Source: an optimization exercise on an open RTL-to-GDS flow (aim: small area). Production flows keep margins and buffers that such runs may drop.
Function was checked by simulation only, so behaviour that the tests miss may differ from the original.
In every run shown here, the design's own scripts or RTL, not TritonCTS, make the clock network.
The clock input has no modelled driver; a real chip could not lean on it and would need a root buffer or a full tree.
Power and IR drop assume default switching activity.

$ cat flow/design.v
`timescale 1ns / 1ps
module DigitalClock(
    input clk,  
    input rst,  
    input btnC, btnU, btnL, btnR, btnD,  
    input [2:0] sw,
    output reg [6:0] seg,
    output [3:0] an,
    output reg [0:0] led
    );
    reg [1:0]  cnt_hi;
    reg [12:0] cnt_lo;
    reg [7:0]  d_counter;
    reg [1:0]  current_LED;
    reg [2:0]  Sec_t;   
    reg [3:0]  Sec_u;   
    wire [6:0] Seconds = {Sec_t, Sec_u};
    reg [3:0]  Minutes;
    reg        current_bit;
    reg        Current_Mode;       
    reg [6:0]  Seconds_alarm, Seconds_alarm_reset;
    reg [3:0]  Minutes_alarm, Minutes_alarm_reset;
    reg [3:0]  dig;                
    reg [3:0]  mem0, mem2;   
    reg [2:0]  mem1;         
    reg [1:0]  mem3;         
    reg [3:0]  seg_code;           
    reg        fresh;              
    wire lo_zero12 = ~|cnt_lo[11:0];
    wire lo_last = cnt_lo[12] & lo_zero12;                    
    wire [12:0] lo_next = {cnt_lo[11:0], cnt_lo[12] ^ cnt_lo[3] ^ cnt_lo[2] ^ cnt_lo[0] ^ lo_zero12};
    wire full  = lo_last & (&cnt_hi);                         
    wire tick  = Current_Mode & ((|cnt_hi) | lo_last);        
    wire sec_inc = full & (~Current_Mode | sw[0]);
    wire d_z = ~(d_counter[0] | d_counter[3] | d_counter[4] | d_counter[7]);
    wire d_wrap  = d_z & d_counter[5];     
    wire d_start = d_z & ~d_counter[1];    
    wire [7:0] d_next = {d_counter[6:0], ~(d_counter[7] ^ d_counter[6] ^ d_counter[5] ^ d_counter[0])};
    wire [1:0] cl_next = current_LED + {1'b0, d_wrap};
    wire S_zero  = ~|Seconds;
    wire S_ge60  = Sec_t[2] & Sec_t[1];
    wire M_zero  = ~|Minutes;
    wire M_ge12  = Minutes[3] & Minutes[2];
    wire u9 = Sec_u[3] & Sec_u[0];
    wire u0 = ~|Sec_u;
    wire [6:0] S_inc = u9 ? {Sec_t + 3'd1, 4'd0} : {Sec_t, Sec_u + 4'd1};
    wire [6:0] S_dec = u0 ? {(Sec_t == 3'd0) ? 3'd5 : Sec_t - 3'd1, 4'd9} : {Sec_t, Sec_u - 4'd1};
    wire [3:0] M_inc = Minutes + 4'd1;
    wire [3:0] M_dec = (Minutes == 4'd1) ? 4'd12 : Minutes - 4'd1;
    wire restore = tick & sw[2];
    wire bt   = tick & ~sw[2];                    
    wire dS   = btnD & ~(S_zero & M_zero);        
    wire zS   = rst | S_ge60;
    wire sInc = ~zS & (sec_inc | (bt & ~current_bit & btnU & ~dS));
    wire sSr  = ~zS & ~sec_inc & restore;
    wire sDec = ~zS & ~sec_inc & bt & ~current_bit & dS;
    wire s59  = ~zS & ~sec_inc & ~Current_Mode & btnC;
    wire sHold = ~(zS | sInc | sSr | sDec | s59);
    wire [6:0] S1 = ({7{sInc}} & S_inc) | ({7{sSr}} & Seconds_alarm_reset) | ({7{sDec}} & S_dec)
                  | ({7{s59}} & 7'h59) | ({7{sHold}} & Seconds);
    wire zM   = rst | M_ge12;
    wire dM   = btnD & ~M_zero & (current_bit | S_zero);
    wire mInc = ~zM & (S_ge60 | (bt & current_bit & btnU & ~btnD) | (bt & current_bit & btnU & M_zero));
    wire mMr  = ~zM & ~S_ge60 & restore;
    wire mDec = ~zM & ~S_ge60 & bt & dM;
    wire mHold = ~(zM | mInc | mMr | mDec);
    wire [3:0] M1 = ({4{mInc}} & M_inc) | ({4{mMr}} & Minutes_alarm_reset) | ({4{mDec}} & M_dec)
                  | ({4{mHold}} & Minutes);
    wire M_ge10 = Minutes[3] & (Minutes[2] | Minutes[1]);
    reg [3:0] dig_next;
    always @* begin
        case (cl_next)
            2'd0: dig_next = Sec_u;
            2'd1: dig_next = {1'b0, Sec_t};
            2'd2: dig_next = M_zero ? 4'd2 : M_ge10 ? {2'b00, Minutes[2], Minutes[0]} : Minutes;
            default: dig_next = {3'b000, M_zero | M_ge10};
        endcase
    end
    reg [3:0] mem_cur;
    always @* begin
        case (current_LED)
            2'd0: mem_cur = mem0;
            2'd1: mem_cur = (&mem1) ? 4'd8 : {1'b0, mem1};
            2'd2: mem_cur = mem2;
            default: mem_cur = {mem3[1], 2'b00, mem3[0]};
        endcase
    end
    wire [1:0] shown = current_LED - {1'b0, d_start};
    assign an = fresh ? 4'b0000 : ~(4'b0001 << shown);
    wire [3:0] c = seg_code;
    always @* begin
        seg[0] = (~c[0] & ~c[1] & c[2]) | (c[0] & ~c[1] & ~c[2] & ~c[3]);
        seg[1] = (c[0] & ~c[1] & c[2]) | (~c[0] & c[1] & c[2]);
        seg[2] = ~c[0] & c[1] & ~c[2];
        seg[3] = (c[0] & ~c[1] & ~c[2]) | (~c[0] & ~c[1] & c[2]) | (c[0] & c[1] & c[2]);
        seg[4] = c[0] | (~c[1] & c[2]);
        seg[5] = (c[0] & c[1]) | (c[1] & ~c[2]) | (c[0] & ~c[2] & ~c[3]);
        seg[6] = (c[0] & c[1] & c[2]) | (~c[1] & ~c[2] & ~c[3]);
    end
    wire [10:0] sm_r = rst ? {7'd0, 4'd12} : {Seconds, Minutes};
    always @(posedge clk) begin
        {Sec_t, Sec_u} <= S1;    
        fresh <= rst;
        if (rst | (tick & sw[0]))
            led <= ~rst & (Minutes_alarm == Minutes) & (Seconds_alarm == Seconds);
        if (rst | (Current_Mode & btnC))
            {Seconds_alarm_reset, Minutes_alarm_reset} <= sm_r;
        if (rst | (tick & sw[1]))
            {Seconds_alarm, Minutes_alarm} <= sm_r;
        Minutes <= M1;
        if (rst) begin
            cnt_hi <= 0;
            cnt_lo <= 0;
            d_counter <= 8'h00;
            current_LED <= 0;
            current_bit <= 0;
            Current_Mode <= 1'b1;
            dig <= 0;
            mem0 <= 8; mem1 <= 7; mem2 <= 8; mem3 <= 2;
            seg_code <= 8;
        end else begin
            if (tick & ~sw[0]) begin
                cnt_hi <= 0;
                cnt_lo <= 0;
            end else begin
                cnt_hi <= cnt_hi + {1'b0, lo_last};
                cnt_lo <= lo_next;
            end
            d_counter <= d_wrap ? 8'h00 : d_next;
            current_LED <= cl_next;
            Current_Mode <= Current_Mode ^ btnC;
            if (!Current_Mode && btnC) current_bit <= 0;
            else if (tick && (btnL || btnR)) current_bit <= ~current_bit;
            dig <= dig_next;
            case (current_LED)
                2'd0: mem0 <= dig;
                2'd1: mem1 <= dig[2:0] | {3{dig[3]}};
                2'd2: mem2 <= dig;
                default: mem3 <= {dig[3], dig[0]};
            endcase
            seg_code <= mem_cur;
        end
    end
endmodule
$ cat flow/flow/run.sh
#!/bin/bash
# Own layout flow: the standard ORFS flow (standard.sh) with these changes:
#  - synthesis maps the logic with an area-oriented ABC script and without
#    extracting half/full adder cells (registers are mapped exactly as before);
#  - the smallest buffer cell on the ports;
#  - a one-level clock tree (flow/cts.tcl) in place of TritonCTS: four buf_12
#    buffers, each at the centre of a quarter of the flip-flops, driven by the
#    clock port.
set -euo pipefail
here=$(pwd)
export BUFFER_PORTS_ARGS="-buffer_cell sky130_fd_sc_hd__buf_1"
export ADDER_MAP_FILE=
export AREA_ABC_SCRIPT=$here/flow/area.abc
export FLOW_SYNTH_TCL=$here/synth_recipe.tcl
sed -e "s#SYNTH_SCRIPT=[^ ]*#SYNTH_SCRIPT=$here/flow/synth_area.tcl#" standard.sh > synth_area.sh
bash synth_area.sh synth > synth.log 2>&1
bash standard.sh place > place.log 2>&1
RESULTS_DIR=$here/orfs/results/sky130hd/DigitalClock/base CLK_K=4 CLK_LEAF=sky130_fd_sc_hd__buf_8 CLK_ROOT= CLK_SLEW_NS=0.110 \
  CLK_SIZES="sky130_fd_sc_hd__buf_8 sky130_fd_sc_hd__buf_12 sky130_fd_sc_hd__buf_16" \
  openroad -no_init -exit flow/cts.tcl > cts.log 2>&1
bash standard.sh finish > standard.log 2>&1
$ cat flow/flow/area.abc
strash
&get -n
&deepsyn -T 40
&put
dch -f
amap
strash
dch -f
amap
topo
$ cat flow/flow/cts.tcl
# Clock tree for the standard flow's layout flow: the flip-flops are split into CLK_K groups by
# location (k-means); each group gets one CLK_LEAF buffer at its centre driving the
# group's clock pins. With CLK_ROOT set, one CLK_ROOT buffer at the centre of the
# leaf buffers drives them from the clock port; otherwise the port drives the leaves.
set plat $::env(FLOW_HOME)/platforms/sky130hd
read_liberty $plat/lib/sky130_fd_sc_hd__tt_025C_1v80.lib
read_db $::env(RESULTS_DIR)/3_place.odb
read_sdc $::env(RESULTS_DIR)/3_place.sdc
source $plat/setRC.tcl
set db [ord::get_db]
set block [ord::get_db_block]
set clknet [$block findNet clk]
set K $::env(CLK_K)
set leaf_master [$db findMaster $::env(CLK_LEAF)]
set pins {}
foreach iterm [$clknet getITerms] {
  set bb [[$iterm getInst] getBBox]
  lappend pins [list $iterm [expr {([$bb xMin] + [$bb xMax]) / 2.0}] [expr {([$bb yMin] + [$bb yMax]) / 2.0}]]
}
set n [llength $pins]
set sorted [lsort -real -index 1 $pins]
for {set k 0} {$k < $K} {incr k} {
  set p [lindex $sorted [expr {int(($k + 0.5) * $n / $K)}]]
  set cx($k) [lindex $p 1]; set cy($k) [lindex $p 2]
}
for {set it 0} {$it < 100} {incr it} {
  for {set k 0} {$k < $K} {incr k} { set sx($k) 0; set sy($k) 0; set cn($k) 0 }
  set assign {}
  foreach p $pins {
    set best 0; set bd 1e30
    for {set k 0} {$k < $K} {incr k} {
      set d [expr {abs([lindex $p 1] - $cx($k)) + abs([lindex $p 2] - $cy($k))}]
      if {$d < $bd} { set bd $d; set best $k }
    }
    lappend assign $best
    set sx($best) [expr {$sx($best) + [lindex $p 1]}]
    set sy($best) [expr {$sy($best) + [lindex $p 2]}]
    incr cn($best)
  }
  for {set k 0} {$k < $K} {incr k} {
    if {$cn($k) > 0} { set cx($k) [expr {$sx($k) / $cn($k)}]; set cy($k) [expr {$sy($k) / $cn($k)}] }
  }
}
set drv $clknet
if { [info exists ::env(CLK_ROOT)] && $::env(CLK_ROOT) ne "" } {
  set rx 0; set ry 0
  for {set k 0} {$k < $K} {incr k} { set rx [expr {$rx + $cx($k) / $K}]; set ry [expr {$ry + $cy($k) / $K}] }
  set root [odb::dbInst_create $block [$db findMaster $::env(CLK_ROOT)] clkbuf_root]
  set drv [odb::dbNet_create $block clknet_root]
  $drv setSigType CLOCK
  [$root findITerm A] connect $clknet
  [$root findITerm X] connect $drv
  $root setLocation [expr {int($rx)}] [expr {int($ry)}]
  $root setPlacementStatus PLACED
}
for {set k 0} {$k < $K} {incr k} {
  set inst($k) [odb::dbInst_create $block $leaf_master clkbuf_leaf_$k]
  set net($k) [odb::dbNet_create $block clknet_leaf_$k]
  $net($k) setSigType CLOCK
  [$inst($k) findITerm A] connect $drv
  [$inst($k) findITerm X] connect $net($k)
  $inst($k) setLocation [expr {int($cx($k))}] [expr {int($cy($k))}]
  $inst($k) setPlacementStatus PLACED
  puts "group $k: $cn($k) flip-flops"
}
foreach p $pins a $assign {
  set iterm [lindex $p 0]
  $iterm disconnect
  $iterm connect $net($a)
}
global_connect
detailed_placement
check_placement
set_propagated_clock [all_clocks]
estimate_parasitics -placement
proc leaf_slew { k } {
  set w 0
  foreach p [get_pins -of_objects [get_nets clknet_leaf_$k]] {
    set s [get_property $p slew_max]
    if {$s > $w} { set w $s }
  }
  return $w
}
if { [info exists ::env(CLK_SIZES)] } {
  for {set k 0} {$k < $K} {incr k} {
    foreach size $::env(CLK_SIZES) {
      $inst($k) swapMaster [$db findMaster $size]
      estimate_parasitics -placement
      set s [leaf_slew $k]
      puts "group $k: $size slew $s"
      if { $s <= $::env(CLK_SLEW_NS) } { break }
    }
  }
  detailed_placement
  check_placement
  estimate_parasitics -placement
}
set worst 0
for {set k 0} {$k < $K} {incr k} {
  foreach p [get_pins -of_objects [get_nets clknet_leaf_$k]] {
    set s [get_property $p slew_max]
    if {$s > $worst} { set worst $s }
  }
}
puts "worst clock slew: $worst"
report_clock_skew
report_worst_slack -max
report_worst_slack -min
# the files ORFS's CTS step leaves, in the order make expects them
set res $::env(RESULTS_DIR)
write_db $res/4_1_cts.odb
write_db $res/4_cts.odb
write_sdc -no_timestamp $res/4_cts.sdc
$ cat flow/flow/synth_area.tcl
# The standard synthesis (synth_recipe.tcl), with ABC's technology mapping of the
# combinational logic run with an area-oriented script (flow/area.abc) in place of
# ORFS's delay-oriented one. Flip-flop mapping, flattening and naming are unchanged.
proc abc {args} {
  set i [lsearch -exact $args -script]
  if { $i >= 0 } {
    set args [lreplace $args $i [expr {$i + 1}] -script $::env(AREA_ABC_SCRIPT)]
  }
  yosys abc {*}$args
}
source $::env(FLOW_SYNTH_TCL)
$ cat flow/standard.sh
#!/bin/bash
# synth_recipe.tcl (not shown) runs the flow's synth.tcl, then flattens the netlist and writes it again
# the make line also repeats each setting of config.mk as NAME=value (left out here)
make -C /OpenROAD-flow-scripts/flow DESIGN_CONFIG=/design/flow/config.mk WORK_HOME=/design/flow/orfs CLKGATE_MAP_FILE= SYNTH_SCRIPT=/design/flow/synth_recipe.tcl "${@:-finish}"
$ cat flow/config.mk
export PLATFORM = sky130hd
export DESIGN_NAME = DigitalClock
export DESIGN_NICKNAME = DigitalClock
export VERILOG_FILES = /design/flow/design.v
export SDC_FILE = /design/flow/constraint.sdc
export NUM_CORES = 4
export LEC_CHECK = 0
export CAP_MARGIN = 20
export CORE_MARGIN = 2
export CORE_UTILIZATION = 40
export SLEW_MARGIN = 20
$ cat flow/constraint.sdc
create_clock -name core_clock -period 10.0 [get_ports {clk}]
set_input_delay 2.0000 -clock core_clock [delete_from_list [all_inputs] [get_ports {clk}]]
set_output_delay 2.0000 -clock core_clock [all_outputs]
set_load 0.01 [all_outputs]
==> reports/results.ini, run 1 <==
[synthesis]
ys_types = 35
ys_ff_latch = 83
synth_seq_area_share_pct = 54.6
synth_area_sq_um = 3470
syn_nets = 412
synthCells = 402
avgSynthCellArea_sq_um = 8.62
synthArstFlopShare_pct = 0
synth_edf_count = 23
synth_ff_type = dfxtp_1
ys_warn_count = 1

[timing]
rsz0062_at_grt = false
hold_viol = 0
worstMarginPinSlew_ns = 0.686
layout_setup_ws_ns = 6.04
finalSetupViolCount = 0
slew_violations = 0
fin_crit_sh_pct = 39.6
period_needed_ns = 3.96
max-slew-margin-rel_pct = 53.8
finClkSkew_ns = 0.00977
tns_ns = 0
fmax_mhz = 252

[clocking]
clk_latency_ns = 0.13
clk_transition_reported_paths_ns = 0.08

[detailed_routing]
dr.pass1.iters = 5
drtIter0Drc = 178
avgRoutedWirePerCell_microns = 14.0
route.antenna.remaining_nets = 0
drc = 0
via_per_inst = 5.46
drt_wl_total_microns = 7510
num_vias = 2920

[finish]
final_common_cell = nor2_1
drive_above_1_share_pct = 1.63
final_cell_mix = nor2_1, clkinv_1, dfxtp_1
fillers = 823
fin_cells = 535
syn2layout_area_growth_pct = 8.88
diodes = 0
nNetsFinal = 442

[die]
die_w_microns = 97.1
num_rows = 33
io_pins = 22
coreArea_sq_um = 8300
die_y_microns = 97.1
initial_utilization_pct = 41.8
design.die.area_sq_um = 9430

[global_route]
grt_pass1_vias = 2687
grt_pass1_wl_microns = 12600
antenna_found_initial = 0
grt_max_degree = 27
track_usage_pct = 15.4
overflow = 0

[setup_path]
required_ns = 9.99
worstSetupPathType = input port to register
reg2reg_depth = 14
startpoint_type = input port
crit_path_max_fanout = 26
slowest_delay_ns = 0.43
cp_data_arrival_time_ns = 3.95
critPathCaptureType = register
slowest_stage = or3_1
path_buf_inv = 2
path_cells = buf_1 > buf_4 > or3_1 > nor2_1 > or3_1 > nor3_1 > nor3_1 > o221ai_1
cp_num_cells = 8
critical-path-top-delay-family = simple AND/OR/NAND/NOR gates

[place]
portBuffers = 21
gp_congestion = 0.938
dp_hpwl_microns = 5560
dp.cells = 531
dpl_worst_slack_ns = 5.92

[pwr]
p_leak_nw = 1.33
ir_drop_mv = 0.0836
pwr_density_cell_nw_per_um2 = 162

[min_path]
whs_path_depth = 2
hold_class = register to register

[run_status]
status = timing/DRC/antenna clean

[job]
drv_cap = 0

## flip-flops by register name, summed over array words and instances (netlist names), 4 cells and up
signal	cells
cnt_lo	13
d_counter	8
Seconds_alarm	7
Seconds_alarm_reset	7
Minutes	4
Minutes_alarm	4
Minutes_alarm_reset	4
Sec_u	4
dig	4
mem0	4
mem2	4
seg_code	4
## cell type report
class,instances,area [sq um],area share (%)
buffer,4,75.1,1.99
inverter,61,229,6.07
multi-input combinational,258,1350,35.6
sequential,83,1890,50.1
tap,105,131,3.48
timing repair buffer,24,101,2.69
## stage by stage
stage	area [sq um]	total power [mW]	hold WS, ns	util (%)
6_report	3770	0.613	0.426	45.5
3_5_place_dp	3700	0.477	0.415	44.6
5_1_grt	3770	0.641	0.451	45.5
2_1_floorplan	3470	0.449	0.401	-
3_3_place_gp	3700	0.477	0.408	44.6
## cells by family after synthesis
family | after synthesis | synth area share [%]
flip-flops | 83 | 54.6
buffers and inverters | 61 | 6.61
AO/OA/AOI/OAI | 100 | 19.2
AND/OR/NAND/NOR | 158 | 19.6
## tightest hold or removal path, delay by kind of cell (launching register included)
family | cells | cell delay (ns)
simple gates | 1 | 0.04
flops | 1 | 0.31
buf+inv | 1 | 0.05
## cell usage after synthesis (3+ instances only)
cell type	instances	share of area, %
a211oi_1	5	1.1
a21oi_1	20	2.9
a221oi_1	5	1.3
a22oi_1	5	1.1
a31oi_1	4	0.72
clkinv_1	61	6.6
dfxtp_1	60	35
edfxtp_1	23	20
nand2_1	33	3.6
nand3_1	4	0.58
nor2_1	81	8.8
nor2b_1	5	0.90
nor3_1	18	2.6
nor4_1	4	0.72
o21ai_0	24	3.5
o221ai_1	4	1.0
o22a_1	7	1.8
o22ai_1	10	1.8
o32ai_1	3	0.76
or3_1	4	0.72
## layer usage
metal	routed length, microns	track usage, %	share of wire [%]	vias to the layer above
li1	-	-	-	1477
met1	3690	23.0	49	1348
met2	3230	24.7	43	83
met3	430	1.37	5.7	12
met4	156	2.82	2.1	0
met5	0	0	0	-
## report_power, final
group          total (mW)  internal, mW  leakage (nW)  switching [mW]
clock network       0.141        0.0602        0.0356          0.0808
registers           0.381         0.367         0.728          0.0143
logic              0.0903        0.0306         0.562          0.0597
total               0.613         0.458          1.33           0.155
## path summary, 6_finish.rpt
path,to,slack (ns),startpoint
worst min-delay path,cnt_lo[7],0.43,cnt_lo[6]
worst max register to register,Sec_u[3],6.46,cnt_lo[3]
worst min register to register,cnt_lo[7],0.43,cnt_lo[6]
worst max-delay path,Sec_u[3],6.04,rst
==> inputs of run 2 (changes only) <==
--- a/flow/design.v
+++ b/flow/design.v
@@ -41,12 +41,37 @@
     wire S_ge60  = Sec_t[2] & Sec_t[1];
     wire M_zero  = ~|Minutes;
     wire M_ge12  = Minutes[3] & Minutes[2];
-    wire u9 = Sec_u[3] & Sec_u[0];
-    wire u0 = ~|Sec_u;
-    wire [6:0] S_inc = u9 ? {Sec_t + 3'd1, 4'd0} : {Sec_t, Sec_u + 4'd1};
-    wire [6:0] S_dec = u0 ? {(Sec_t == 3'd0) ? 3'd5 : Sec_t - 3'd1, 4'd9} : {Sec_t, Sec_u - 4'd1};
-    wire [3:0] M_inc = Minutes + 4'd1;
-    wire [3:0] M_dec = (Minutes == 4'd1) ? 4'd12 : Minutes - 4'd1;
+    wire [3:0] u = Sec_u;
+    wire [2:0] t = Sec_t;
+    wire [3:0] m = Minutes;
+    wire u9 = u[3] & u[0];
+    wire u0 = ~(u[3] | u[2] | u[1] | u[0]);
+    wire [3:0] u_inc, u_dec, M_inc, M_dec;
+    wire [2:0] t_inc, t_dec;
+    assign u_inc[0] = ~u[0];
+    assign u_inc[1] = (u[0] & ~u[1] & ~u[3]) | (~u[0] & u[1]);
+    assign u_inc[2] = (u[0] & u[1] & ~u[2]) | (~u[0] & u[2]) | (~u[1] & u[2]);
+    assign u_inc[3] = (u[0] & u[1] & u[2]) | (~u[0] & u[3]);
+    assign u_dec[0] = ~u[0];
+    assign u_dec[1] = (u[0] & u[1]) | (~u[0] & ~u[1] & u[2]) | (~u[0] & u[3]);
+    assign u_dec[2] = (u[0] & u[2]) | (u[1] & u[2]) | (~u[0] & u[3]);
+    assign u_dec[3] = u0 | (u[0] & u[3]);
+    assign t_inc[0] = t[0] ^ u9;
+    assign t_inc[1] = (~t[0] & t[1]) | (t[1] & ~u9) | (t[0] & ~t[1] & u9);
+    assign t_inc[2] = t[2] | (t[0] & t[1] & u9);
+    assign t_dec[0] = t[0] ^ u0;
+    assign t_dec[1] = (t[1] & ~u0) | (t[0] & t[1]) | (~t[0] & t[2] & u0);
+    assign t_dec[2] = (t[2] & ~u0) | (~t[0] & ~t[1] & ~t[2] & u0) | (t[0] & t[2]);
+    assign M_inc[0] = ~m[0];
+    assign M_inc[1] = m[0] ^ m[1];
+    assign M_inc[2] = (m[0] & m[1] & ~m[2]) | (~m[0] & m[2]) | (~m[1] & m[2]);
+    assign M_inc[3] = (m[0] & m[1] & m[2]) | m[3];
+    assign M_dec[0] = ~m[0];
+    assign M_dec[1] = ~(m[0] ^ m[1]);
+    assign M_dec[2] = ~((m[1] & ~m[2]) | (~m[0] & ~m[1] & m[2]) | (m[0] & m[3]));
+    assign M_dec[3] = (m[0] & ~m[1] & ~m[2]) | (m[1] & m[3]);
+    wire [6:0] S_inc = {t_inc, u_inc};
+    wire [6:0] S_dec = {t_dec, u_dec};
     wire restore = tick & sw[2];
     wire bt   = tick & ~sw[2];                    
     wire dS   = btnD & ~(S_zero & M_zero);        
@@ -97,16 +122,9 @@
         seg[5] = (c[0] & c[1]) | (c[1] & ~c[2]) | (c[0] & ~c[2] & ~c[3]);
         seg[6] = (c[0] & c[1] & c[2]) | (~c[1] & ~c[2] & ~c[3]);
     end
-    wire [10:0] sm_r = rst ? {7'd0, 4'd12} : {Seconds, Minutes};
     always @(posedge clk) begin
         {Sec_t, Sec_u} <= S1;    
         fresh <= rst;
-        if (rst | (tick & sw[0]))
-            led <= ~rst & (Minutes_alarm == Minutes) & (Seconds_alarm == Seconds);
-        if (rst | (Current_Mode & btnC))
-            {Seconds_alarm_reset, Minutes_alarm_reset} <= sm_r;
-        if (rst | (tick & sw[1]))
-            {Seconds_alarm, Minutes_alarm} <= sm_r;
         Minutes <= M1;
         if (rst) begin
             cnt_hi <= 0;
@@ -115,9 +133,14 @@
             current_LED <= 0;
             current_bit <= 0;
             Current_Mode <= 1'b1;
+            Seconds_alarm <= 0;
+            Minutes_alarm <= 12;
+            Seconds_alarm_reset <= 0;
+            Minutes_alarm_reset <= 12;
             dig <= 0;
             mem0 <= 8; mem1 <= 7; mem2 <= 8; mem3 <= 2;
             seg_code <= 8;
+            led <= 0;
         end else begin
             if (tick & ~sw[0]) begin
                 cnt_hi <= 0;
@@ -131,6 +154,16 @@
             Current_Mode <= Current_Mode ^ btnC;
             if (!Current_Mode && btnC) current_bit <= 0;
             else if (tick && (btnL || btnR)) current_bit <= ~current_bit;
+            if (Current_Mode && btnC) begin
+                Seconds_alarm_reset <= Seconds;
+                Minutes_alarm_reset <= Minutes;
+            end
+            if (tick && sw[1]) begin
+                Seconds_alarm <= Seconds;
+                Minutes_alarm <= Minutes;
+            end
+            if (tick && sw[0])
+                led <= (Minutes_alarm == Minutes) && (Seconds_alarm == Seconds);
             dig <= dig_next;
             case (current_LED)
                 2'd0: mem0 <= dig;
==> reports/results.ini, run 2 <==
[die]
io_pins = 22  ; unchanged
num_rows = 33  ; unchanged
die_y_microns = 95.8  ; was 97.1 microns
design.die.area_sq_um = 9170  ; was 9430 sq um
die_w_microns = 95.8  ; was 97.1 microns
coreArea_sq_um = 8180  ; was 8300 sq um
initial_utilization_pct = 41.2  ; was 41.8%

[global_route]
grt_max_degree = 26  ; was 27
antenna_found_initial = 0  ; unchanged
track_usage_pct = 16.3  ; was 15.4%
overflow = 0  ; unchanged
grt_pass1_vias = 2671  ; was 2687
grt_pass1_wl_microns = 12400  ; was 12600 microns

[setup_path]
crit_path_max_fanout = 4  ; was 26
path_cells = buf_1 > nor2_1 > o31ai_1 > a21oi_1 > nor3_1 > clkinv_1 > nor2_1 > a211oi_1 > nand3_1 > o21ai_0 > nor3_1 > a21oi_1  ; was buf_1 > buf_4 > or3_1 > nor2_1 > or3_1 > nor3_1 > nor3_1 > o221ai_1
worstSetupPathType = input port to register  ; unchanged
startpoint_type = input port  ; unchanged
slowest_delay_ns = 0.45  ; was 0.43 ns
critical-path-top-delay-family = simple AND/OR/NAND/NOR gates  ; unchanged
critPathCaptureType = register  ; unchanged
path_buf_inv = 2  ; unchanged
slowest_stage = o31ai_1  ; was or3_1
cp_data_arrival_time_ns = 4.10  ; was 3.95 ns
required_ns = 10.01  ; was 9.99 ns
startpoint = sw[0]  ; was rst
r2r_start = cnt_lo[2]  ; was cnt_lo[3]

[synthesis]
synth_area_sq_um = 3370  ; was 3470 sq um
avgSynthCellArea_sq_um = 7.97  ; was 8.62 sq um
synthTopCellsByArea = dfxtp_1, clkinv_1, nor2_1  ; was dfxtp_1, edfxtp_1, nor2_1
synth.most_common_cell = dfxtp_1  ; was nor2_1
synth_ff_type = dfxtp_1  ; unchanged
ys_warn_count = 1  ; unchanged
ys_ff_latch = 83  ; unchanged
synthCells = 423  ; was 402
syn_nets = 433  ; was 412
synth_top_cell_by_area = dfxtp_1  ; unchanged
synth_common_cells = dfxtp_1, clkinv_1, nor2_1  ; was nor2_1, clkinv_1, dfxtp_1
synth_seq_area_share_pct = 49.3  ; was 54.6%
synth_edf_count = 0  ; was 23
synthArstFlopShare_pct = 0  ; unchanged
synth_top_area_share_pct = 49.3  ; was 34.7%
ys_types = 35  ; unchanged

[detailed_routing]
dr.pass1.iters = 5  ; unchanged
drt_wl_total_microns = 7260  ; was 7510 microns
drtIter0Drc = 155  ; was 178
wl_met2_microns = 3250  ; was 3230 microns
drc = 0  ; unchanged
via_per_inst = 5.29  ; was 5.46
route.antenna.remaining_nets = 0  ; unchanged
num_vias = 2943  ; was 2920
wl_met3_microns = 363  ; was 430 microns
wl_met1_microns = 3490  ; was 3690 microns
avgRoutedWirePerCell_microns = 13.0  ; was 14.0 microns
highest_layer = met4  ; unchanged

[finish]
nNetsFinal = 463  ; was 442
largest_reg_flops = 13  ; unchanged
diodes = 0  ; unchanged
drive_above_1_share_pct = 1.55  ; was 1.63%
largestRegisters = cnt_lo (13), d_counter (8)  ; unchanged
fillers = 832  ; was 823
final_common_cell = dfxtp_1  ; was nor2_1
final_cell_mix = dfxtp_1, clkinv_1, nor2_1  ; was nor2_1, clkinv_1, dfxtp_1
syn2layout_area_growth_pct = 9.13  ; was 8.88%
regMostFlops = cnt_lo  ; unchanged

[clocking]
clk_transition_reported_paths_ns = 0.08  ; about the same
clk_latency_ns = 0.13  ; about the same

[pwr]
pwr_density_cell_nw_per_um2 = 149  ; was 162 nW/um^2
ir_drop_mv = 0.0596  ; was 0.0836 mV
p_leak_nw = 1.25  ; was 1.33 nW

[timing]
rsz0062_at_grt = false  ; unchanged
period_needed_ns = 4.10  ; was 3.96 ns
slew_violations = 0  ; unchanged
fin_crit_sh_pct = 41.0  ; was 39.6%
hold_ws_ns = 0.428  ; was 0.426 ns
tns_ns = 0  ; unchanged
finClkSkew_ns = 0.0121  ; was 0.00977 ns
worstMarginPinSlew_ns = 0.757  ; was 0.686 ns
fmax_mhz = 244  ; was 252 MHz
finalSetupViolCount = 0  ; unchanged
hold_viol = 0  ; unchanged
max-slew-margin-rel_pct = 49.0  ; was 53.8%

[run_status]
status = timing/DRC/antenna clean  ; unchanged

[place]
portBuffers = 21  ; unchanged
dp_hpwl_microns = 5650  ; was 5560 microns
gp_congestion = 0.866  ; was 0.938

[min_path]
hp-start = d_counter[3]  ; was cnt_lo[6]
hold_class = register to register  ; unchanged

[job]
drv_cap = 0  ; unchanged

==> run 2: final timing paths <==
kind | slack [ns] | cells after the start | endpoint
hold reg to reg | 0.43 | 2 | d_counter[4]
setup reg to reg | 5.94 | 17 | Sec_t[0]
hold / removal | 0.43 | 2 | d_counter[4]
setup / recovery | 5.90 | 12 | Sec_t[0]
==> run 2: tightest hold or removal path: stages (launching register included) <==
cell      delay (ns)
dfxtp_1         0.31
clkinv_1        0.05
nor2_1          0.04
==> run 2: logic make-up after synthesis <==
logic type | after synthesis | synth area share (%)
AO/OA/AOI/OAI | 119 | 23.8
buffers and inverters | 74 | 8.24
flip-flops | 83 | 49.3
AND/OR/NAND/NOR | 147 | 18.6
==> run 2: where the power goes <==
| part | internal [mW] | switching (mW) |
|---|---|---|
| combinational | 0.0200 | 0.0378 |
| sequential | 0.342 | 0.00930 |
| clock | 0.0602 | 0.0787 |
==> run 2: layout make-up <==
| cell class | count | area, sq um | area share (%) |
|---|---|---|---|
| plain buffers | 4 | 75.1 | 2.04 |
| inverters | 74 | 278 | 7.55 |
| well taps | 105 | 131 | 3.57 |
| flip-flops and latches | 83 | 1660 | 45.2 |
| repair buffers | 24 | 101 | 2.76 |
| multi-input cells | 266 | 1430 | 38.9 |
==> run 2: metrics by stage <==
step           power, mW  util [%]  area [sq um]  setup slack (ns)  instances
3_5_place_dp       0.416      44.1          3600              5.77        552
5_1_grt            0.577      45.0          3680              5.34        556
3_3_place_gp       0.416      44.1          3600              5.85        552
6_report           0.548      45.0          3680              5.90        556
2_1_floorplan      0.397         -          3370              6.30        423
==> run 2: layer usage <==
layer | up-vias | global-route usage [%]
li1 | 1546 | -
met1 | 1308 | 22.8
met2 | 78 | 27.9
met3 | 11 | 1.10
met4 | 0 | 3.21
met5 | - | 0
==> inputs of run 3 (changes only) <==
--- a/flow/design.v
+++ b/flow/design.v
@@ -12,13 +12,11 @@
     reg [12:0] cnt_lo;
     reg [7:0]  d_counter;
     reg [1:0]  current_LED;
-    reg [2:0]  Sec_t;   
-    reg [3:0]  Sec_u;   
-    wire [6:0] Seconds = {Sec_t, Sec_u};
+    reg [5:0]  Seconds;   
     reg [3:0]  Minutes;
     reg        current_bit;
     reg        Current_Mode;       
-    reg [6:0]  Seconds_alarm, Seconds_alarm_reset;
+    reg [5:0]  Seconds_alarm, Seconds_alarm_reset;
     reg [3:0]  Minutes_alarm, Minutes_alarm_reset;
     reg [3:0]  dig;                
     reg [3:0]  mem0, mem2;   
@@ -38,30 +36,13 @@
     wire [7:0] d_next = {d_counter[6:0], ~(d_counter[7] ^ d_counter[6] ^ d_counter[5] ^ d_counter[0])};
     wire [1:0] cl_next = current_LED + {1'b0, d_wrap};
     wire S_zero  = ~|Seconds;
-    wire S_ge60  = Sec_t[2] & Sec_t[1];
+    wire S_ge60  = Seconds[5] & Seconds[4] & Seconds[3] & Seconds[2];
     wire M_zero  = ~|Minutes;
     wire M_ge12  = Minutes[3] & Minutes[2];
-    wire [3:0] u = Sec_u;
-    wire [2:0] t = Sec_t;
+    wire [5:0] S_inc = Seconds + 6'd1;
+    wire [5:0] S_dec = S_zero ? 6'd59 : Seconds - 6'd1;
     wire [3:0] m = Minutes;
-    wire u9 = u[3] & u[0];
-    wire u0 = ~(u[3] | u[2] | u[1] | u[0]);
-    wire [3:0] u_inc, u_dec, M_inc, M_dec;
-    wire [2:0] t_inc, t_dec;
-    assign u_inc[0] = ~u[0];
-    assign u_inc[1] = (u[0] & ~u[1] & ~u[3]) | (~u[0] & u[1]);
-    assign u_inc[2] = (u[0] & u[1] & ~u[2]) | (~u[0] & u[2]) | (~u[1] & u[2]);
-    assign u_inc[3] = (u[0] & u[1] & u[2]) | (~u[0] & u[3]);
-    assign u_dec[0] = ~u[0];
-    assign u_dec[1] = (u[0] & u[1]) | (~u[0] & ~u[1] & u[2]) | (~u[0] & u[3]);
-    assign u_dec[2] = (u[0] & u[2]) | (u[1] & u[2]) | (~u[0] & u[3]);
-    assign u_dec[3] = u0 | (u[0] & u[3]);
-    assign t_inc[0] = t[0] ^ u9;
-    assign t_inc[1] = (~t[0] & t[1]) | (t[1] & ~u9) | (t[0] & ~t[1] & u9);
-    assign t_inc[2] = t[2] | (t[0] & t[1] & u9);
-    assign t_dec[0] = t[0] ^ u0;
-    assign t_dec[1] = (t[1] & ~u0) | (t[0] & t[1]) | (~t[0] & t[2] & u0);
-    assign t_dec[2] = (t[2] & ~u0) | (~t[0] & ~t[1] & ~t[2] & u0) | (t[0] & t[2]);
+    wire [3:0] M_inc, M_dec;
     assign M_inc[0] = ~m[0];
     assign M_inc[1] = m[0] ^ m[1];
     assign M_inc[2] = (m[0] & m[1] & ~m[2]) | (~m[0] & m[2]) | (~m[1] & m[2]);
@@ -70,8 +51,6 @@
     assign M_dec[1] = ~(m[0] ^ m[1]);
     assign M_dec[2] = ~((m[1] & ~m[2]) | (~m[0] & ~m[1] & m[2]) | (m[0] & m[3]));
     assign M_dec[3] = (m[0] & ~m[1] & ~m[2]) | (m[1] & m[3]);
-    wire [6:0] S_inc = {t_inc, u_inc};
-    wire [6:0] S_dec = {t_dec, u_dec};
     wire restore = tick & sw[2];
     wire bt   = tick & ~sw[2];                    
     wire dS   = btnD & ~(S_zero & M_zero);        
@@ -81,8 +60,8 @@
     wire sDec = ~zS & ~sec_inc & bt & ~current_bit & dS;
     wire s59  = ~zS & ~sec_inc & ~Current_Mode & btnC;
     wire sHold = ~(zS | sInc | sSr | sDec | s59);
-    wire [6:0] S1 = ({7{sInc}} & S_inc) | ({7{sSr}} & Seconds_alarm_reset) | ({7{sDec}} & S_dec)
-                  | ({7{s59}} & 7'h59) | ({7{sHold}} & Seconds);
+    wire [5:0] S1 = ({6{sInc}} & S_inc) | ({6{sSr}} & Seconds_alarm_reset) | ({6{sDec}} & S_dec)
+                  | ({6{s59}} & 6'd59) | ({6{sHold}} & Seconds);
     wire zM   = rst | M_ge12;
     wire dM   = btnD & ~M_zero & (current_bit | S_zero);
     wire mInc = ~zM & (S_ge60 | (bt & current_bit & btnU & ~btnD) | (bt & current_bit & btnU & M_zero));
@@ -95,8 +74,8 @@
     reg [3:0] dig_next;
     always @* begin
         case (cl_next)
-            2'd0: dig_next = Sec_u;
-            2'd1: dig_next = {1'b0, Sec_t};
+            2'd0: dig_next = Seconds % 10;
+            2'd1: dig_next = Seconds / 10;
             2'd2: dig_next = M_zero ? 4'd2 : M_ge10 ? {2'b00, Minutes[2], Minutes[0]} : Minutes;
             default: dig_next = {3'b000, M_zero | M_ge10};
         endcase
@@ -123,7 +102,7 @@
         seg[6] = (c[0] & c[1] & c[2]) | (~c[1] & ~c[2] & ~c[3]);
     end
     always @(posedge clk) begin
-        {Sec_t, Sec_u} <= S1;    
+        Seconds <= S1;    
         fresh <= rst;
         Minutes <= M1;
         if (rst) begin
==> flow/flow/area.abc (replaced) <==
strash
&get -n
&deepsyn -J 300 -T 300 -S 0
&put
dch -f
amap
strash
dch -f
amap
topo
==> reports/results.ini, run 3 <==
[finish]
regMostFlops = cnt_lo  ; unchanged
diodes = 0  ; unchanged
syn2layout_area_growth_pct = 8.89  ; was 9.13%
fin_cells = 552  ; was 556
largest_reg_flops = 13  ; unchanged
largestRegisters = cnt_lo (13), d_counter (8)  ; unchanged
final_common_cell = dfxtp_1  ; unchanged
final_cell_mix = dfxtp_1, clkinv_1, nor2_1  ; unchanged
nNetsFinal = 459  ; was 463
drive_above_1_share_pct = 1.34  ; was 1.55%

[die]
coreArea_sq_um = 8130  ; was 8180 sq um
design.die.area_sq_um = 9050  ; was 9170 sq um
initial_utilization_pct = 40.8  ; was 41.2%
num_rows = 33  ; unchanged
die_y_microns = 95.1  ; was 95.8 microns
io_pins = 22  ; unchanged
die_w_microns = 95.1  ; was 95.8 microns

[global_route]
grt_pass1_vias = 2670  ; was 2671
grt_max_degree = 25  ; was 26
overflow = 0  ; unchanged
grt_pass1_wl_microns = 12800  ; was 12400 microns
antenna_found_initial = 0  ; unchanged
track_usage_pct = 17.1  ; was 16.3%

[pwr]
ir_drop_mv = 0.0990  ; was 0.0596 mV
clkPwrFrac_pct = 25.5  ; was 25.3%
p_comb_share_pct = 9.9  ; was 10.5%
switchingPower_uw = 119  ; was 126 uW
power_frac_seq_pct = 64.5  ; was 64.1%
p_int_uw = 402  ; was 422 uW
power_uw = 521  ; was 548 uW
switching_share_pct = 22.9  ; was 23.0%
pwr_density_cell_nw_per_um2 = 144  ; was 149 nW/um^2
p_leak_nw = 1.25  ; about the same

[synthesis]
ys_warn_count = 1  ; unchanged
synthCells = 420  ; was 423
synth-compound-area-share_pct = 25.0  ; was 23.8%
ys_types = 34  ; was 35
muxShareOfSynthArea_pct = 0  ; unchanged
synth_edf_count = 0  ; unchanged
synth_common_cells = dfxtp_1, clkinv_1, nor2_1  ; unchanged
synth_seq_area_share_pct = 48.2  ; was 49.3%
avgSynthCellArea_sq_um = 7.91  ; was 7.97 sq um
synthTopCellsByArea = dfxtp_1, clkinv_1, nor2_1  ; unchanged
synth_top_family_by_area = compound AO/OA/AOI/OAI gates  ; unchanged
synth_adder_area_share_pct = 0  ; unchanged
synth_area_sq_um = 3320  ; was 3370 sq um
synth_top_area_share_pct = 48.2  ; was 49.3%
syn_nets = 430  ; was 433
synth_xor_area_share_pct = 0  ; unchanged
ys_ff_latch = 80  ; was 83
synthArstFlopShare_pct = 0  ; unchanged
synth_ff_type = dfxtp_1  ; unchanged
synth.most_common_cell = dfxtp_1  ; unchanged
synth_top_cell_by_area = dfxtp_1  ; unchanged
synth_simple_gate_area_share_pct = 18.5  ; was 18.6%

[detailed_routing]
drt_wl_total_microns = 7650  ; was 7260 microns
drtIter0Drc = 175  ; was 155
via_per_inst = 5.45  ; was 5.29
dr.pass1.iters = 5  ; unchanged
route.antenna.remaining_nets = 0  ; unchanged
avgRoutedWirePerCell_microns = 13.9  ; was 13.0 microns
drc = 0  ; unchanged
num_vias = 3007  ; was 2943

[setup_path]
slowest_stage = o41ai_1  ; was o31ai_1
cp_data_arrival_time_ns = 4.24  ; was 4.10 ns
required_ns = 10.01  ; about the same
worstSetupPathType = input port to register  ; unchanged
slowest_delay_ns = 0.59  ; was 0.45 ns
critPathCaptureType = register  ; unchanged
critical-path-top-delay-family = compound AO/OA/AOI/OAI gates  ; was simple AND/OR/NAND/NOR gates
cpMostUsedCell = nand2_1
crit_path_max_fanout = 3  ; was 4
startpoint_type = input port  ; unchanged
path_buf_inv = 2  ; unchanged
path_cells = buf_1 > clkinv_1 > nand2_1 > o41ai_1 > nand2_1 > nor2_1 > nand2_1 > o32a_1 > nor3_1 > a211oi_1 > a311o_1  ; was buf_1 > nor2_1 > o31ai_1 > a21oi_1 > nor3_1 > clkinv_1 > nor2_1 > a211oi_1 > nand3_1 > o21ai_0 > nor3_1 > a21oi_1

[timing]
fmax_mhz = 236  ; was 244 MHz
hold_viol = 0  ; unchanged
worstMarginPinSlew_ns = 0.789  ; was 0.757 ns
rsz0062_at_grt = false  ; unchanged
fin_crit_sh_pct = 42.3  ; was 41.0%
finalSetupViolCount = 0  ; unchanged
tns_ns = 0  ; unchanged
layout_setup_ws_ns = 5.77  ; was 5.90 ns
slew_violations = 0  ; unchanged
finClkSkew_ns = 0.0196  ; was 0.0121 ns
max-slew-margin-rel_pct = 46.9  ; was 49.0%
period_needed_ns = 4.23  ; was 4.10 ns

[min_path]
hold_class = register to register  ; unchanged

[place]
dp_hpwl_microns = 5860  ; was 5650 microns
dpl_worst_slack_ns = 5.71  ; was 5.77 ns
gp_congestion = 0.959  ; was 0.866
dp.cells = 548  ; was 552
portBuffers = 21  ; unchanged

[clocking]
clk_latency_ns = 0.13  ; about the same
clk_transition_reported_paths_ns = 0.09  ; was 0.08 ns

[job]
drv_cap = 0  ; unchanged

[run_status]
status = timing/DRC/antenna clean  ; unchanged

==> run 3: cell types whose count changed after synthesis, moves of 4 or more <==
cell / delta
a211oi_1: +4
nor2_1: -10
nor3_1: +4
o21ai_0: +15
o221ai_1: -6
o22ai_1: -7
o32ai_1: +5
==> run 3: power by group through the flow <==
stage	Sequential, mW	Combinational [mW]	Clock, mW
floorplan	0.341	0.0375	0
global placement	0.343	0.0507	0
detailed placement	0.343	0.0515	0
global route	0.337	0.0589	0.150
finish	0.336	0.0518	0.133
==> run 3: per-layer routing <==
layer  vias to the layer above  track usage, %  routed length [microns]
met4                         0            3.74                      207
met2                        84            29.2                     3490
met1                      1374            23.6                     3490
met5                         -               0                        0
met3                        13            1.34                      460
li1                       1536               -                        -
==> run 3: worst reg2reg max path, cell delays in order (launching register included) <==
cell and delay, ns:
dfxtp_1 0.33, clkinv_1 0.06, nand2_1 0.06, or4_1 0.46
nor4_1 0.27, nand2_1 0.14, nand2_1 0.10, o21ai_0 0.26
o21ai_0 0.68, nand4_1 0.29, or2_0 0.32, o32a_1 0.21
nor3_1 0.21, a211oi_1 0.11, a311o_1 0.32
==> run 3: through the flow <==
step	utilization, %	cell area [sq um]	hold WS [ns]
5_1_grt	44.5	3620	0.439
3_3_place_gp	43.6	3550	0.410
3_5_place_dp	43.6	3550	0.411
6_report	44.5	3620	0.421
2_1_floorplan	-	3320	0.398
==> run 3: path summary, 6_finish.rpt <==
check / startpoint / to / slack [ns] / cells after the start
max: sw[2] / Seconds[5] / 5.77 / 11
min: d_counter[3] / d_counter[4] / 0.42 / 2
max reg2reg: cnt_lo[0] / Seconds[5] / 6.07 / 14
min reg2reg: d_counter[3] / d_counter[4] / 0.42 / 2
==> run 3: layout make-up <==
cell class,count,area (sq um)
multi-input cells,267,1450
flip-flops and latches,80,1600
fillers,833,4520
inverters,73,274
well taps,105,131
plain buffers,4,70.1
repair buffers,23,93.8
==> run 3: logic make-up (layout without fill, tap and decap cells) <==
group                  count (synthesis)  after routing
buffers and inverters                 73            100
AOI/OAI and AO/OA                    127            127
and+or+nand+nor                      140            140
DFF                                   80             80
==> inputs of run 4 (changes only) <==
--- a/flow/flow/run.sh
+++ b/flow/flow/run.sh
@@ -1,11 +1,9 @@
 #!/bin/bash
 # Own layout flow: the standard ORFS flow (standard.sh) with these changes:
-#  - synthesis maps the logic with an area-oriented ABC script and without
-#    extracting half/full adder cells (registers are mapped exactly as before);
-#  - the smallest buffer cell on the ports;
-#  - a one-level clock tree (flow/cts.tcl) in place of TritonCTS: four buf_12
-#    buffers, each at the centre of a quarter of the flip-flops, driven by the
-#    clock port.
+#  - synthesis (flow/synth_area.tcl) is synth_recipe.tcl with ABC's mapping of the
+#    combinational logic done by an area-oriented script (flow/area.abc) and
+#    without extracting half/full adder cells; registers are mapped as before;
+#  - the smallest buffer cell (buf_1) on the ports;
 set -euo pipefail
 here=$(pwd)
 export BUFFER_PORTS_ARGS="-buffer_cell sky130_fd_sc_hd__buf_1"
--- a/flow/config.mk
+++ b/flow/config.mk
@@ -5,7 +5,7 @@
 export SDC_FILE = /design/flow/constraint.sdc
 export NUM_CORES = 4
 export LEC_CHECK = 0
-export CAP_MARGIN = 20
+export CAP_MARGIN = 0
 export CORE_MARGIN = 2
 export CORE_UTILIZATION = 40
-export SLEW_MARGIN = 20
+export SLEW_MARGIN = 0
==> reports/results.ini, run 4 <==
[timing]
max-slew-margin-rel_pct = 46.9  ; unchanged
finalSetupViolCount = 0  ; unchanged
fin_crit_sh_pct = 42.3  ; unchanged
hold_ws_ns = 0.421  ; unchanged
tns_ns = 0  ; unchanged
slew_violations = 0  ; unchanged
fmax_mhz = 236  ; unchanged
period_needed_ns = 4.23  ; unchanged
rsz0062_at_grt = false  ; unchanged
hold_viol = 0  ; unchanged
worstMarginPinSlew_ns = 0.789  ; unchanged
finClkSkew_ns = 0.0196  ; unchanged

[min_path]
whs_path_depth = 2  ; unchanged
hold_class = register to register  ; unchanged
hp-start = d_counter[3]  ; unchanged
hold_end = d_counter[4]  ; unchanged

[run_status]
status = timing/DRC/antenna clean  ; unchanged

[detailed_routing]
dr.pass1.iters = 5  ; unchanged
drt_wl_total_microns = 7650  ; unchanged
route.antenna.remaining_nets = 0  ; unchanged
drc = 0  ; unchanged
avgRoutedWirePerCell_microns = 13.9  ; unchanged
drtIter0Drc = 175  ; unchanged
num_vias = 3007  ; unchanged
via_per_inst = 5.45  ; unchanged

[pwr]
power_uw = 521  ; unchanged
p_leak_nw = 1.25  ; unchanged
ir_drop_mv = 0.0990  ; unchanged
pwr_density_cell_nw_per_um2 = 144  ; unchanged

[place]
gp_congestion = 0.959  ; unchanged
dp_hpwl_microns = 5860  ; unchanged
portBuffers = 21  ; unchanged

[setup_path]
path_cells = buf_1 > clkinv_1 > nand2_1 > o41ai_1 > nand2_1 > nor2_1 > nand2_1 > o32a_1 > nor3_1 > a211oi_1 > a311o_1  ; unchanged
critPathCaptureType = register  ; unchanged
r2r_start = cnt_lo[0]  ; unchanged
cp_data_arrival_time_ns = 4.24  ; about the same
required_ns = 10.01  ; about the same
reg2reg_depth = 14  ; unchanged
path_buf_inv = 2  ; unchanged
slowest_stage = o41ai_1  ; unchanged
slowest_delay_ns = 0.59  ; about the same
r2r_slack_ns = 6.07  ; about the same
cpMostUsedCell = nand2_1  ; unchanged
crit_path_max_fanout = 3  ; unchanged
startpoint_type = input port  ; unchanged
worstSetupPathType = input port to register  ; unchanged
r2r-end = Seconds[5]  ; unchanged
critical-path-top-delay-family = compound AO/OA/AOI/OAI gates  ; unchanged

[finish]
final_common_cell = dfxtp_1  ; unchanged
largestRegisters = cnt_lo (13), d_counter (8)  ; unchanged
syn2layout_area_growth_pct = 8.89  ; unchanged
final_cell_mix = dfxtp_1, clkinv_1, nor2_1  ; unchanged
postLayoutCoreUtil_pct = 44.5  ; unchanged
diodes = 0  ; unchanged
regMostFlops = cnt_lo  ; unchanged
nNetsFinal = 459  ; unchanged
drive_above_1_share_pct = 1.34  ; unchanged
largest_reg_flops = 13  ; unchanged

[synthesis]
syn_nets = 430  ; unchanged
synth_edf_count = 0  ; unchanged
synthTopCellsByArea = dfxtp_1, clkinv_1, nor2_1  ; unchanged
synth_top_cell_by_area = dfxtp_1  ; unchanged
ys_ff_latch = 80  ; unchanged
synth_common_cells = dfxtp_1, clkinv_1, nor2_1  ; unchanged
ys_warn_count = 1  ; unchanged
synth_top_area_share_pct = 48.2  ; unchanged
synthCells = 420  ; unchanged
synth.most_common_cell = dfxtp_1  ; unchanged
synthArstFlopShare_pct = 0  ; unchanged
synth_area_sq_um = 3320  ; unchanged
synth_ff_type = dfxtp_1  ; unchanged
ys_types = 34  ; unchanged
avgSynthCellArea_sq_um = 7.91  ; unchanged
synth_seq_area_share_pct = 48.2  ; unchanged

[die]
die_w_microns = 95.1  ; unchanged
num_rows = 33  ; unchanged
io_pins = 22  ; unchanged
initial_utilization_pct = 40.8  ; unchanged
design.die.area_sq_um = 9050  ; unchanged
die_y_microns = 95.1  ; unchanged
coreArea_sq_um = 8130  ; unchanged

[global_route]
track_usage_pct = 17.1  ; unchanged
grt_pass1_vias = 2670  ; unchanged
grt_pass1_wl_microns = 12800  ; unchanged
antenna_found_initial = 0  ; unchanged
grt_max_degree = 25  ; unchanged
overflow = 0  ; unchanged

[clocking]
clk_latency_ns = 0.13  ; about the same
clk_transition_reported_paths_ns = 0.09  ; about the same

[job]
drv_cap = 0  ; unchanged

## run 4: cell counts after synthesis
No cell type changed its count.
## run 4: logic make-up after synthesis
group,count (synthesis),share of synthesized area (%)
simple gates,140,18.5
flops,80,48.2
compound gates,127,25.0
buf+inv,73,8.25
## run 4: where the power goes
group          switching, mW  internal, mW
clock                 0.0777        0.0554
sequential           0.00794         0.328
combinational         0.0336        0.0183
total                  0.119         0.402
## run 4: per-stage QoR
stage / area [sq um] / instances / setup WS [ns]
3_3_place_gp: 3550 / 548 / 5.76
3_5_place_dp: 3550 / 548 / 5.71
6_report: 3620 / 552 / 5.77
2_1_floorplan: 3320 / 420 / 6.04
5_1_grt: 3620 / 552 / 5.59
## run 4: worst register-to-register path: cells and delay by family, from the launching register on
kind	cells	cell delay, ns
AO/OA/AOI/OAI	5	1.58
AND/OR/NAND/NOR	8	1.85
flip-flops	1	0.33
buffers and inverters	1	0.06
## run 4: worst max-delay path by stage
stage	end	slack [ns]	depth (start not counted)	start
floorplan	Seconds[5]	6.04	10	sw[2]
global placement	Seconds[5]	5.76	11	sw[2]
detailed placement	Seconds[5]	5.71	11	sw[2]
global route	Seconds[5]	5.59	11	sw[2]
finish	Seconds[5]	5.77	11	sw[2]
## run 4: final cells by class
type | count | area [sq um]
Buffer | 4 | 70.1
Fill cell | 833 | 4520
Inverter | 73 | 274
Multi-Input combinational cell | 267 | 1450
Sequential cell | 80 | 1600
Tap cell | 105 | 131
Timing Repair Buffer | 23 | 93.8
## run 4: routing by layer
layer	global-route usage [%]	part of all wire [%]	vias to the layer above
li1	-	-	1536
met1	23.6	46	1374
met2	29.2	46	84
met3	1.34	6.0	13
met4	3.74	2.7	0
met5	0	0	-
==> inputs of run 5 (changes only) <==
--- a/flow/config.mk
+++ b/flow/config.mk
@@ -5,7 +5,7 @@
 export SDC_FILE = /design/flow/constraint.sdc
 export NUM_CORES = 4
 export LEC_CHECK = 0
-export CAP_MARGIN = 0
+export CAP_MARGIN = 20
 export CORE_MARGIN = 2
 export CORE_UTILIZATION = 40
-export SLEW_MARGIN = 0
+export SLEW_MARGIN = 20
==> reports/results.ini, run 5 <==
[synthesis]
synth_ff_type = dfxtp_1  ; unchanged
synth_top_area_share_pct = 48.2  ; unchanged
synthTopCellsByArea = dfxtp_1, clkinv_1, nor2_1  ; unchanged
syn_nets = 430  ; unchanged
synthCells = 420  ; unchanged
synth_edf_count = 0  ; unchanged
avgSynthCellArea_sq_um = 7.91  ; unchanged
synth_top_cell_by_area = dfxtp_1  ; unchanged
synth.most_common_cell = dfxtp_1  ; unchanged
synth_seq_area_share_pct = 48.2  ; unchanged
ys_types = 34  ; unchanged
ys_ff_latch = 80  ; unchanged
synthArstFlopShare_pct = 0  ; unchanged
synth_common_cells = dfxtp_1, clkinv_1, nor2_1  ; unchanged
ys_warn_count = 1  ; unchanged
synth_area_sq_um = 3320  ; unchanged

[die]
die_w_microns = 95.1  ; unchanged
die_y_microns = 95.1  ; unchanged
num_rows = 33  ; unchanged
initial_utilization_pct = 40.8  ; unchanged
design.die.area_sq_um = 9050  ; unchanged
io_pins = 22  ; unchanged
coreArea_sq_um = 8130  ; unchanged

[clocking]
clk_latency_ns = 0.13  ; about the same
clk_transition_reported_paths_ns = 0.09  ; about the same

[run_status]
status = timing/DRC/antenna clean  ; unchanged

[pwr]
p_leak_nw = 1.25  ; unchanged
pwr_density_cell_nw_per_um2 = 144  ; unchanged
ir_drop_mv = 0.0990  ; unchanged

[finish]
postLayoutCoreUtil_pct = 44.5  ; unchanged
largestRegisters = cnt_lo (13), d_counter (8)  ; unchanged
nNetsFinal = 459  ; unchanged
fin_area_sq_um = 3620  ; unchanged
largest_reg_flops = 13  ; unchanged
syn2layout_area_growth_pct = 8.89  ; unchanged
drive_above_1_share_pct = 1.34  ; unchanged
final_common_cell = dfxtp_1  ; unchanged
diodes = 0  ; unchanged
regMostFlops = cnt_lo  ; unchanged
final_cell_mix = dfxtp_1, clkinv_1, nor2_1  ; unchanged

[detailed_routing]
drtIter0Drc = 175  ; unchanged
drt_wl_total_microns = 7650  ; unchanged
avgRoutedWirePerCell_microns = 13.9  ; unchanged
route.antenna.remaining_nets = 0  ; unchanged
drc = 0  ; unchanged
via_per_inst = 5.45  ; unchanged
num_vias = 3007  ; unchanged
dr.pass1.iters = 5  ; unchanged

[place]
placed_cell_area_sq_um = 3550  ; unchanged
dpl_worst_slack_ns = 5.71  ; unchanged
gp_congestion = 0.959  ; unchanged
portBuffers = 21  ; unchanged
dp_hpwl_microns = 5860  ; unchanged

[global_route]
grt_pass1_vias = 2670  ; unchanged
antenna_found_initial = 0  ; unchanged
grt_pass1_wl_microns = 12800  ; unchanged
overflow = 0  ; unchanged
track_usage_pct = 17.1  ; unchanged
grt_max_degree = 25  ; unchanged

[setup_path]
worstSetupPathType = input port to register  ; unchanged
cp_data_arrival_time_ns = 4.24  ; about the same
crit_path_max_fanout = 3  ; unchanged
r2r_slack_ns = 6.07  ; about the same
critical-path-top-delay-family = compound AO/OA/AOI/OAI gates  ; unchanged
required_ns = 10.01  ; about the same
slowest_stage = o41ai_1  ; unchanged
startpoint_type = input port  ; unchanged
cpMostUsedCell = nand2_1  ; unchanged
slowest_delay_ns = 0.59  ; about the same
path_cells = buf_1 > clkinv_1 > nand2_1 > o41ai_1 > nand2_1 > nor2_1 > nand2_1 > o32a_1 > nor3_1 > a211oi_1 > a311o_1  ; unchanged
critPathCaptureType = register  ; unchanged
path_buf_inv = 2  ; unchanged

[timing]
worstMarginPinSlew_ns = 0.789  ; unchanged
hold_viol = 0  ; unchanged
finClkSkew_ns = 0.0196  ; unchanged
period_needed_ns = 4.23  ; unchanged
finalSetupViolCount = 0  ; unchanged
max-slew-margin-rel_pct = 46.9  ; unchanged
fin_crit_sh_pct = 42.3  ; unchanged
layout_setup_ws_ns = 5.77  ; unchanged
fmax_mhz = 236  ; unchanged
slew_violations = 0  ; unchanged
rsz0062_at_grt = false  ; unchanged
tns_ns = 0  ; unchanged

[job]
drv_cap = 0  ; unchanged

[min_path]
hold_class = register to register  ; unchanged

## run 5: cell counts after synthesis
No cell type changed its count.
## run 5: kinds of logic (layout without fill, tap and decap cells)
kind of cell / Yosys count / after routing / share of synthesized area [%]
buffers and inverters: 73 / 100 / 8.25
AND/OR/NAND/NOR: 140 / 140 / 18.5
AO/OA/AOI/OAI: 127 / 127 / 25.0
flip-flops: 80 / 80 / 48.2
## run 5: worst reg2reg max path, delay by kind of cell (launching register included)
family	cells	cell delay, ns
simple gates	8	1.85
buf+inv	1	0.06
flops	1	0.33
compound gates	5	1.58
## run 5: worst paths after layout
| kind | from | endpoint | depth (start not counted) |
|---|---|---|---|
| worst max-delay path | sw[2] | Seconds[5] | 11 |
| worst min-delay path | d_counter[3] | d_counter[4] | 2 |
| worst max register to register | cnt_lo[0] | Seconds[5] | 14 |
| worst min register to register | d_counter[3] | d_counter[4] | 2 |
## run 5: power by group
group / internal (mW) / switching, mW / total (mW)
Sequential: 0.328 / 0.00794 / 0.336
Clock: 0.0554 / 0.0777 / 0.133
Combinational: 0.0183 / 0.0336 / 0.0518
Total: 0.402 / 0.119 / 0.521
## run 5: metrics by stage
stage | hold slack (ns) | total power, mW | std cells
2_1_floorplan | 0.398 | 0.378 | 420
3_3_place_gp | 0.410 | 0.394 | 548
3_5_place_dp | 0.411 | 0.395 | 548
5_1_grt | 0.439 | 0.546 | 552
6_report | 0.421 | 0.521 | 552
## run 5: cell type report
cell class	instances	area, sq um
Tap cell	105	131
Multi-Input combinational cell	267	1450
Sequential cell	80	1600
Buffer	4	70.1
Inverter	73	274
Timing Repair Buffer	23	93.8
Fill cell	833	4520
## run 5: routing by layer
metal	GRT usage, %	part of all wire, %	vias up
li1	-	-	1536
met1	23.6	46	1374
met2	29.2	46	84
met3	1.34	6.0	13
met4	3.74	2.7	0
met5	0	0	-
==> inputs of run 6 (changes only) <==
==> flow/flow/area.abc (replaced) <==
strash
&get -n
&deepsyn -J 1000 -T 900
&put
dch -f
amap
strash
dch -f
amap
strash
dch -f
amap
topo
==> reports/results.ini, run 6 <==
[setup_path]
startpoint_type = input port  ; unchanged
critPathCaptureType = register  ; unchanged
worstSetupPathType = input port to register  ; unchanged
required_ns = 10.01  ; about the same
reg2reg_depth = 18  ; was 14
cp_data_arrival_time_ns = 3.88  ; was 4.24 ns
r2r_start = cnt_lo[0]  ; unchanged
startpoint = sw[0]  ; was sw[2]
crit_path_max_fanout = 4  ; was 3

[timing]
max-slew-margin-rel_pct = 49.2  ; was 46.9%
layout_setup_ws_ns = 6.13  ; was 5.77 ns
fmax_mhz = 258  ; was 236 MHz
finClkSkew_ns = 0.00726  ; was 0.0196 ns
period_needed_ns = 3.87  ; was 4.23 ns
slew_violations = 0  ; unchanged
hold_viol = 0  ; unchanged
rsz0062_at_grt = false  ; unchanged
finalSetupViolCount = 0  ; unchanged
worstMarginPinSlew_ns = 0.757  ; was 0.789 ns
hold_ws_ns = 0.425  ; was 0.421 ns
tns_ns = 0  ; unchanged
fin_crit_sh_pct = 38.7  ; was 42.3%

[finish]
postLayoutCoreUtil_pct = 44.3  ; was 44.5%
nNetsFinal = 459  ; unchanged
drive_above_1_share_pct = 1.12  ; was 1.34%
syn2layout_area_growth_pct = 8.69  ; was 8.89%
largest_reg_flops = 13  ; unchanged
regMostFlops = cnt_lo  ; unchanged
diodes = 0  ; unchanged
fin_area_sq_um = 3600  ; was 3620 sq um
final_common_cell = dfxtp_1  ; unchanged
final_cell_mix = dfxtp_1, clkinv_1, nor2_1  ; unchanged
largestRegisters = cnt_lo (13), d_counter (8)  ; unchanged
fin_cells = 552  ; unchanged

[pwr]
switching_share_pct = 22.7  ; was 22.9%
power_uw = 520  ; was 521 uW
clkPwrFrac_pct = 25.2  ; was 25.5%
power_frac_seq_pct = 64.6  ; was 64.5%
pwr_density_cell_nw_per_um2 = 144  ; about the same
p_comb_share_pct = 10.2  ; was 9.9%
ir_drop_mv = 0.0901  ; was 0.0990 mV
switchingPower_uw = 118  ; was 119 uW
p_int_uw = 402  ; about the same
p_leak_nw = 1.22  ; was 1.25 nW

[detailed_routing]
drt_wl_total_microns = 7250  ; was 7650 microns
avgRoutedWirePerCell_microns = 13.1  ; was 13.9 microns
wl_met3_microns = 266  ; was 460 microns
route.antenna.remaining_nets = 0  ; unchanged
via_per_inst = 5.35  ; was 5.45
wl_met1_microns = 3610  ; was 3490 microns
drtIter0Drc = 147  ; was 175
wl_met2_microns = 3230  ; was 3490 microns
dr.pass1.iters = 5  ; unchanged
num_vias = 2954  ; was 3007
drc = 0  ; unchanged
highest_layer = met4  ; unchanged

[synthesis]
synthCells = 421  ; was 420
synthTopCellsByArea = dfxtp_1, clkinv_1, nor2_1  ; unchanged
synth_seq_area_share_pct = 48.4  ; was 48.2%
synth_edf_count = 0  ; unchanged
synth_common_cells = dfxtp_1, clkinv_1, nor2_1  ; unchanged
avgSynthCellArea_sq_um = 7.87  ; was 7.91 sq um
synth_top_area_share_pct = 48.4  ; was 48.2%
ys_warn_count = 1  ; unchanged
synth.most_common_cell = dfxtp_1  ; unchanged
synth_ff_type = dfxtp_1  ; unchanged
synth_top_cell_by_area = dfxtp_1  ; unchanged
ys_types = 36  ; was 34
synthArstFlopShare_pct = 0  ; unchanged
syn_nets = 431  ; was 430
ys_ff_latch = 80  ; unchanged
synth_area_sq_um = 3310  ; was 3320 sq um

[die]
die_w_microns = 95.0  ; was 95.1 microns
coreArea_sq_um = 8130  ; unchanged
io_pins = 22  ; unchanged
die_y_microns = 95.0  ; was 95.1 microns
num_rows = 33  ; unchanged
design.die.area_sq_um = 9020  ; was 9050 sq um
initial_utilization_pct = 40.7  ; was 40.8%

[place]
portBuffers = 21  ; unchanged
dpl_worst_slack_ns = 6.04  ; was 5.71 ns
gp_congestion = 0.928  ; was 0.959
placed_cell_area_sq_um = 3530  ; was 3550 sq um
dp.cells = 548  ; unchanged
dp_hpwl_microns = 5570  ; was 5860 microns

[global_route]
grt_pass1_vias = 2743  ; was 2670
overflow = 0  ; unchanged
track_usage_pct = 16.8  ; was 17.1%
grt_pass1_wl_microns = 12600  ; was 12800 microns
antenna_found_initial = 0  ; unchanged
grt_max_degree = 25  ; unchanged

[job]
drv_cap = 0  ; unchanged

[min_path]
whs_path_depth = 2  ; unchanged
hold_class = register to register  ; unchanged
hp-start = cnt_lo[8]  ; was d_counter[3]

[clocking]
clk_transition_reported_paths_ns = 0.09  ; about the same
clk_latency_ns = 0.13  ; about the same

[run_status]
status = timing/DRC/antenna clean  ; unchanged

run 6: kinds of logic after synthesis:
family          synth area share [%]
compound gates                  24.9
buf+inv                         8.27
flops                           48.4
simple gates                    18.5
run 6: worst paths after layout:
check | to | slack, ns
worst max-delay path | Seconds[4] | 6.13
worst min-delay path | cnt_lo[9] | 0.43
worst max register to register | Seconds[4] | 6.47
worst min register to register | cnt_lo[9] | 0.43
run 6: worst max-delay path, stage by stage:
cell and delay (ns):
buf_1 0.15, o21a_1 0.20, a31oi_1 0.07, nor2_1 0.15, o21ai_0 0.14, or2_0 0.27, nor2_1 0.22, clkinv_1 0.12
o22ai_1 0.17, nor2_1 0.07, a211oi_1 0.22, o22ai_1 0.10
run 6: layout make-up:
type	instances	area [sq um]
plain buffers	4	70.1
fillers	812	4530
inverters	73	274
multi-input cells	268	1440
flip-flops and latches	80	1600
well taps	105	131
repair buffers	22	86.3
run 6: metal layers:
layer	vias up	track usage [%]
met3	10	0.958
met4	0	2.90
met1	1334	23.6
met2	74	28.9
met5	-	0
li1	1536	-
run 6: power groups by stage:
stage / Sequential (mW) / Combinational [mW] / Clock (mW)
2_1_floorplan: 0.341 / 0.0383 / 0
3_3_place_gp: 0.343 / 0.0517 / 0
3_5_place_dp: 0.343 / 0.0521 / 0
5_1_grt: 0.337 / 0.0604 / 0.148
6_report: 0.336 / 0.0528 / 0.131

[afterwards: timing with drivers on the ports]
No port has a modelled driver above. Below, the same layouts with a new extraction and two added sets of constraints. Step 1 sets driving cells, clkbuf_16 on the clock port and buf_2 on the other inputs (assumed; they add their load-dependent delay and slew). Step 2 times the ports against the registers' clock, not the clock port: input delays grow and output delays shrink by t, the midpoint of the rising clock arrivals with the driver on. Three values: no drivers, after step 1, after step 2; two values: the first two.
run	shift t [ns]	slack for setup (ns)	latest minus earliest clock arrival (ns)	worst register clock-pin slew, ns	worst slew at a driven data input, ns
run 1	0.205	6.037 / 6.100 / 5.895	0.009 / 0.010	0.09 / 0.09	0.03
run 2	0.205	5.905 / 5.897 / 5.745	0.013 / 0.014	0.09 / 0.09	0.04
run 3	0.202	5.765 / 5.827 / 5.625	0.020 / 0.020	0.09 / 0.09	0.03
run 4	0.202	5.765 / 5.827 / 5.625	0.020 / 0.020	0.09 / 0.09	0.03
run 5	0.202	5.765 / 5.827 / 5.625	0.020 / 0.020	0.09 / 0.09	0.03
run 6	0.204	6.129 / 6.189 / 5.986	0.008 / 0.007	0.09 / 0.09	0.03
After both steps every run listed still meets setup and hold. The setup slack of run 2, which loses most, moves by -0.008 ns with the drivers and by -0.160 ns with both steps.
